This design comes from an exercise in tuning for small area on the open sky130 flow, not from production work.
Where RTL was checked, it was by simulation tests only, not by an equivalence proof against the original.
No activity file was given, so power comes from the tool's default toggle rates.

rev 12:
==> flow/design.v <==
module fifo#(parameter DEPTH = 16,
             parameter WIDTH = 16)(
    input logic clk,
    input logic rst,
    input logic push_i,
    input logic [WIDTH-1:0] push_data_i,
    input logic pop_i,
    output logic [WIDTH-1:0] pop_data_i,
    output logic fifo_full,
    output logic fifo_empty);
  localparam AW = $clog2(DEPTH);
  logic [DEPTH-1:0][WIDTH-1:0] mem_queue;
  logic [AW:0] rd_ptr, wr_ptr;
  logic low_eq;
  assign low_eq     = (rd_ptr[AW-1:0] == wr_ptr[AW-1:0]);
  assign fifo_full  = low_eq & (rd_ptr[AW] ^ wr_ptr[AW]);
  assign fifo_empty = low_eq & ~(rd_ptr[AW] ^ wr_ptr[AW]);
  logic push, pop;
  assign push = push_i & ~rst;
  assign pop  = pop_i & ~rst;
  always_ff @(posedge clk) begin
    if (rst) begin
      rd_ptr <= '0;
      wr_ptr <= '0;
    end else begin
      if (push_i) wr_ptr <= wr_ptr + 1'b1;
      if (pop_i)  rd_ptr <= rd_ptr + 1'b1;
    end
  end
  logic [DEPTH-1:0] wsel, we, keep;
  always_comb begin
    for (int w = 0; w < DEPTH; w++) begin
      wsel[w] = (wr_ptr[AW-1:0] == w[AW-1:0]);
      we[w]   = wsel[w] & push;
      keep[w] = ~wsel[w] | (fifo_full & ~push);
    end
  end
  always_ff @(posedge clk) begin
    for (int w = 0; w < DEPTH; w++)
      mem_queue[w] <= (mem_queue[w] & {WIDTH{keep[w]}}) |
                      (push_data_i & {WIDTH{we[w]}});
  end
  logic [DEPTH-1:0] rsel;
  logic [WIDTH-1:0] rdata;
  always_comb begin
    rdata = pop_data_i & {WIDTH{~pop}};
    for (int w = 0; w < DEPTH; w++) begin
      rsel[w] = (rd_ptr[AW-1:0] == w[AW-1:0]) & pop;
      rdata   = rdata | (mem_queue[w] & {WIDTH{rsel[w]}});
    end
  end
  always_ff @(posedge clk)
    pop_data_i <= rdata;
endmodule
Settings: LEC_CHECK=0, CAP_MARGIN=20, CORE_MARGIN=2, CORE_UTILIZATION=65, SLEW_MARGIN=20; clock period 5.0 ns.
standard.sh (not shown) runs the stock make flow with config.mk's settings and CLKGATE_MAP_FILE= SYNTH_SCRIPT=/design/flow/synth_recipe.tcl, a recipe that flattens the netlist after the stock synthesis.
==> flow/flow/run.sh <==
#!/bin/bash
set -e
export BUFFER_PORTS_ARGS="-buffer_cell sky130_fd_sc_hd__buf_1"
export RECOVER_POWER=100
export CTS_ARGS="-sink_clustering_enable -repair_clock_nets -dont_use_dummy_load -buf_list sky130_fd_sc_hd__clkbuf_8 -sink_clustering_size 16 -sink_clustering_max_diameter 50"
bash standard.sh > standard.log 2>&1
Rev 12 had finished all stages when the layout checks came back failing, citing max-capacitance violations, max-slew violations.
Changes in rev 13 relative to rev 12:
==> flow/design.v <==
module fifo#(parameter DEPTH = 16,
             parameter WIDTH = 16)(
    input logic clk,
    input logic rst,
    input logic push_i,
    input logic [WIDTH-1:0] push_data_i,
    input logic pop_i,
    output logic [WIDTH-1:0] pop_data_i,
    output logic fifo_full,
    output logic fifo_empty);
  logic [15:0][WIDTH-1:0] mem_queue;
  logic [4:0] rd_ptr, wr_ptr;
  logic low_eq;
  assign low_eq     = (rd_ptr[3:0] == wr_ptr[3:0]);
  assign fifo_full  = low_eq & (rd_ptr[4] ^ wr_ptr[4]);
  assign fifo_empty = low_eq & ~(rd_ptr[4] ^ wr_ptr[4]);
  logic push, pop, hold_full;
  assign push = push_i & ~rst;
  assign pop  = pop_i & ~rst;
  assign hold_full = fifo_full & ~push;
  always_ff @(posedge clk) begin
    if (rst) begin
      rd_ptr <= '0;
      wr_ptr <= '0;
    end else begin
      if (push_i) wr_ptr <= wr_ptr + 1'b1;
      if (pop_i)  rd_ptr <= rd_ptr + 1'b1;
    end
  end
  logic [3:0] wa, wb, ra, rb, wa_we, wa_clr, ra_rd;
  always_comb begin
    for (int j = 0; j < 4; j++) begin
      wa[j] = (wr_ptr[1:0] == j[1:0]);
      wb[j] = (wr_ptr[3:2] == j[1:0]);
      ra[j] = (rd_ptr[1:0] == j[1:0]);
      rb[j] = (rd_ptr[3:2] == j[1:0]);
      wa_we[j]  = wa[j] & push;
      wa_clr[j] = wa[j] & ~hold_full;
      ra_rd[j]  = ra[j] & pop;
    end
  end
  logic [15:0] we, keep, rsel;
  always_comb begin
    for (int w = 0; w < 16; w++) begin
      we[w]   = wa_we[w % 4] & wb[w / 4];
      keep[w] = ~(wa_clr[w % 4] & wb[w / 4]);
      rsel[w] = ra_rd[w % 4] & rb[w / 4];
    end
  end
  always_ff @(posedge clk) begin
    for (int w = 0; w < 16; w++)
      mem_queue[w] <= (mem_queue[w] & {WIDTH{keep[w]}}) |
                      (push_data_i & {WIDTH{we[w]}});
  end
  logic [WIDTH-1:0] rdata;
  always_comb begin
    rdata = pop_data_i & {WIDTH{~pop}};
    for (int w = 0; w < 16; w++)
      rdata = rdata | (mem_queue[w] & {WIDTH{rsel[w]}});
  end
  always_ff @(posedge clk)
    pop_data_i <= rdata;
endmodule
## What came out
Rev 13 finished all stages; however, its layout fails the closing checks, the failures being max-capacitance violations, max-slew violations. | area of the die | rev 13 vs rev 12 | 870 µm² higher |. Growth of design area from synthesis to finish delta for rev 13 relative to rev 12: 1.3 points lower. Looking at total global-route track usage, rev 13 sits 1.2 points higher than rev 12 does. Final critical delay including setup and external delays in rev 13 vs rev 12: down 0.35 ns. Looking at design area, rev 13 sits 410 µm² higher than rev 12 does. Rev 13 vs rev 12 — multi-input combinational cell count climbed by a few percent. sky130_fd_sc_hd__nand3_1 as the library cell contributing the largest single delay on the critical path was reported by rev 13, and sky130_fd_sc_hd__o21bai_1 by rev 12. Rev 12 -> rev 13: XOR/XNOR share of the synthesized area flat. Portion of netlist area occupied by mux cells essentially unchanged between rev 12 and rev 13. The core of rev 13 is less densely filled than that of rev 12. Taking rev 12 as the reference, in rev 13 proportion of power drawn by combinational gates went up, via count went up.
The RTL of rev 13 was laid out without a check of its function.


fifo, a different RTL version from the one above (not shown whole).
For scale: ~820 cells after synthesis, about 280 flip-flops, ~38 I/O pins.
==> module fifo, before the edit <==
module fifo#(parameter DEPTH = 16,
             parameter WIDTH = 16)(
    input logic clk,
    input logic rst,
    input logic push_i,
    input logic [WIDTH-1:0] push_data_i,
    input logic pop_i,
    output logic [WIDTH-1:0] pop_data_i,
    output logic fifo_full,
    output logic fifo_empty);
  logic [15:0][WIDTH-1:0] mem_queue, mem_next, mem_prev;
  logic [4:0] cnt, cnt_next;
  logic push_n;
  logic [15:0] rsel;
  logic hold_out;
  logic [WIDTH-1:0] rdata;
  fifo_ctrl u_ctrl (
    .rst(rst), .push_i(push_i), .pop_i(pop_i),
    .cnt(cnt), .cnt_next(cnt_next),
    .push_n(push_n), .rsel(rsel), .hold_out(hold_out),
    .fifo_full(fifo_full), .fifo_empty(fifo_empty));
  assign mem_prev[0] = push_data_i;
  for (genvar w = 1; w < 16; w++) begin : g_prev
    assign mem_prev[w] = mem_queue[w-1];
  end
  for (genvar w = 0; w < 16; w++) begin : g_word
    fifo_store_word #(.WIDTH(WIDTH)) u_word (
      .q(mem_queue[w]), .push_n(push_n), .d(mem_prev[w]),
      .n(mem_next[w]));
  end
  for (genvar b = 0; b < WIDTH; b++) begin : g_rd
    logic [15:0] col;
    for (genvar w = 0; w < 16; w++) begin : g_col
      assign col[w] = mem_queue[w][b];
    end
    fifo_read_bit u_rd (
      .m(col), .sel(rsel), .q(pop_data_i[b]), .hold(hold_out), .n(rdata[b]));
  end
  always_ff @(posedge clk) begin
    cnt <= cnt_next;
    mem_queue <= mem_next;
    pop_data_i <= rdata;
  end
endmodule
==> module fifo_store_word, before the edit <==
module fifo_store_word #(parameter WIDTH = 16) (
    input logic [WIDTH-1:0] q, d,
    input logic push_n,
    output logic [WIDTH-1:0] n);
  logic keep, we;
  fifo_inv u_we (.a(push_n), .y(we));
  fifo_inv u_keep (.a(we), .y(keep));
  assign n = (q & {WIDTH{keep}}) | (d & {WIDTH{we}});
endmodule
==> module fifo_inv, before the edit <==
module fifo_inv (
    input logic a,
    output logic y);
  assign y = ~a;
endmodule
==> module fifo_ctrl, before the edit <==
module fifo_ctrl (
    input logic rst, push_i, pop_i,
    input logic [4:0] cnt,
    output logic [4:0] cnt_next,
    output logic push_n,
    output logic [15:0] rsel,
    output logic hold_out,
    output logic fifo_full, fifo_empty);
  logic push, pop;
  assign push = push_i & ~rst;
  assign pop  = pop_i & ~rst;
  assign fifo_full  = cnt[4];
  assign fifo_empty = (cnt == 5'd0);
  assign push_n   = ~push_i;
  assign hold_out = ~pop;
  always_comb begin
    if (rst)
      cnt_next = 5'd0;
    else if (push_i & ~pop_i)
      cnt_next = cnt + 5'd1;
    else if (pop_i & ~push_i)
      cnt_next = cnt - 5'd1;
    else
      cnt_next = cnt;
  end
  logic [3:0] lo_n, hi_n;
  for (genvar j = 0; j < 4; j++) begin : g_pre
    assign lo_n[j] = ~((cnt[1:0] == j) & pop);
    assign hi_n[j] = ~(cnt[3:2] == j);
  end
  for (genvar w = 0; w < 16; w++) begin : g_sel
    localparam logic [3:0] C = 4'(w + 1);
    fifo_nor2 u_rs (.a(lo_n[C[1:0]]), .b(hi_n[C[3:2]]), .y(rsel[w]));
  end
endmodule
export LEC_CHECK = 0
export CAP_MARGIN = 20
export CORE_MARGIN = 2
export CORE_UTILIZATION = 65
export SLEW_MARGIN = 20
export SYNTH_HIERARCHICAL = 1
create_clock -name core_clock -period 5.0 [get_ports {clk}]
==> flow/flow/run.sh <==
#!/bin/bash
set -e
here=$(pwd)
export BUFFER_PORTS_ARGS="-buffer_cell sky130_fd_sc_hd__buf_1"
export PRE_RESIZE_TCL="$here/flow/downsize.tcl"
export CTS_ARGS="-sink_clustering_enable -repair_clock_nets -dont_use_dummy_load -buf_list sky130_fd_sc_hd__clkbuf_8 -sink_clustering_size 16 -sink_clustering_max_diameter 50"
bash standard.sh > standard.log 2>&1
==> flow/flow/downsize.tcl <==
# Before placement repair: set every combinational cell to its smallest
# drive strength. repair_design (run right after this by ORFS) and the
# later timing repair size up only what slew, capacitance or timing need.
set db [ord::get_db]
set n 0
foreach inst [[ord::get_db_block] getInsts] {
  set m [$inst getMaster]
  set name [$m getName]
  if {[$m getType] ne "CORE"} { continue }
  if {![regexp {^(sky130_fd_sc_hd__[a-z0-9]+)_([0-9]+)$} $name -> base size]} { continue }
  if {$size <= 1} { continue }
  if {[regexp {^sky130_fd_sc_hd__(df|edf|sdf|dl|clk)} $name]} { continue }
  set small [$db findMaster ${base}_1]
  if {$small eq "NULL" || $small eq ""} { continue }
  if {[$small getWidth] >= [$m getWidth]} { continue }
  $inst swapMaster $small
  incr n
}
puts "downsize.tcl: $n cells set to drive strength 1"
Then changed:
--- a/flow/design.v
+++ b/flow/design.v
@@ -7,28 +7,28 @@
     input logic pop_i,
     output logic [WIDTH-1:0] pop_data_i,
     output logic fifo_full,
     output logic fifo_empty);
   logic [15:0][WIDTH-1:0] mem_queue, mem_next, mem_prev;
   logic [4:0] cnt, cnt_next;
-  logic push_n;
+  logic shift, hold;
   logic [15:0] rsel;
   logic hold_out;
   logic [WIDTH-1:0] rdata;
   fifo_ctrl u_ctrl (
     .rst(rst), .push_i(push_i), .pop_i(pop_i),
     .cnt(cnt), .cnt_next(cnt_next),
-    .push_n(push_n), .rsel(rsel), .hold_out(hold_out),
+    .shift(shift), .hold(hold), .rsel(rsel), .hold_out(hold_out),
     .fifo_full(fifo_full), .fifo_empty(fifo_empty));
   assign mem_prev[0] = push_data_i;
   for (genvar w = 1; w < 16; w++) begin : g_prev
     assign mem_prev[w] = mem_queue[w-1];
   end
   for (genvar w = 0; w < 16; w++) begin : g_word
     fifo_store_word #(.WIDTH(WIDTH)) u_word (
-      .q(mem_queue[w]), .push_n(push_n), .d(mem_prev[w]),
+      .q(mem_queue[w]), .keep(hold), .d(mem_prev[w]), .we(shift),
       .n(mem_next[w]));
   end
   for (genvar b = 0; b < WIDTH; b++) begin : g_rd
     logic [15:0] col;
     for (genvar w = 0; w < 16; w++) begin : g_col
       assign col[w] = mem_queue[w][b];
@@ -41,23 +41,15 @@
     mem_queue <= mem_next;
     pop_data_i <= rdata;
   end
 endmodule
 module fifo_store_word #(parameter WIDTH = 16) (
     input logic [WIDTH-1:0] q, d,
-    input logic push_n,
+    input logic keep, we,
     output logic [WIDTH-1:0] n);
-  logic keep, we;
-  fifo_inv u_we (.a(push_n), .y(we));
-  fifo_inv u_keep (.a(we), .y(keep));
   assign n = (q & {WIDTH{keep}}) | (d & {WIDTH{we}});
-endmodule
-module fifo_inv (
-    input logic a,
-    output logic y);
-  assign y = ~a;
 endmodule
 module fifo_read_bit (
     input logic [15:0] m,
     input logic [15:0] sel,
     input logic q, hold,
     output logic n);
@@ -81,22 +73,23 @@
   assign y = ~((a1 & a2) | (b1 & b2));
 endmodule
 module fifo_ctrl (
     input logic rst, push_i, pop_i,
     input logic [4:0] cnt,
     output logic [4:0] cnt_next,
-    output logic push_n,
+    output logic shift, hold,
     output logic [15:0] rsel,
     output logic hold_out,
     output logic fifo_full, fifo_empty);
   logic push, pop;
   assign push = push_i & ~rst;
   assign pop  = pop_i & ~rst;
   assign fifo_full  = cnt[4];
   assign fifo_empty = (cnt == 5'd0);
-  assign push_n   = ~push_i;
+  assign shift    = push;
+  assign hold     = ~push;
   assign hold_out = ~pop;
   always_comb begin
     if (rst)
       cnt_next = 5'd0;
     else if (push_i & ~pop_i)
       cnt_next = cnt + 5'd1;
Wire length decreases by a little under a tenth.
Register-to-register slack gains 0.07 ns.
Count of clock-buffer cells in the layout decreases by 1.
Utilization increases by 3.0 points.
Power increases by a few percent.
Non-clock buffer count increases by 18.
Global-route usage decreases by 2.2 points.
Via count decreases slightly.
Clock power stays flat.
Cell area increases slightly.
First-iteration DRC count increases by a little under a tenth.
Area after synthesis decreases slightly.
Final cell count decreases slightly.
Only the layout flow was run in the second run of this note; the RTL was not checked for function there.

-- static timing again, ports no longer ideal --
The results above use ideal ports. As a check the final layouts listed here were re-extracted and re-timed, cells and wires unchanged. Step 1 assumes that a clkbuf_16 drives the clock port and a buf_2 every other input. Step 2 times the ports against the registers' clock, not the clock port: input delays grow and output delays shrink by t, the midpoint of the rising clock arrivals with the driver on. Three values: ideal ports, drivers, drivers and shift; two values: the first two.
run | t, ns | slack for setup (ns) | worst setup path after step 2 | worst register clock-pin slew, ns
rev 12 | 0.588 | 0.800 / 0.812 / 0.224 | input to register | 0.10 / 0.10
rev 13 | 0.607 | 1.150 / 1.170 / 0.563 | input to register | 0.10 / 0.10
the first run of note 2 | 0.592 | 2.110 / 2.125 / 1.533 | input to register | 0.10 / 0.10
the second run of note 2 | 0.567 | 1.888 / 1.907 / 1.340 | input to register | 0.10 / 0.10
The setup slack of rev 13, which loses most, moves by +0.020 ns with the drivers and by -0.587 ns with both steps.
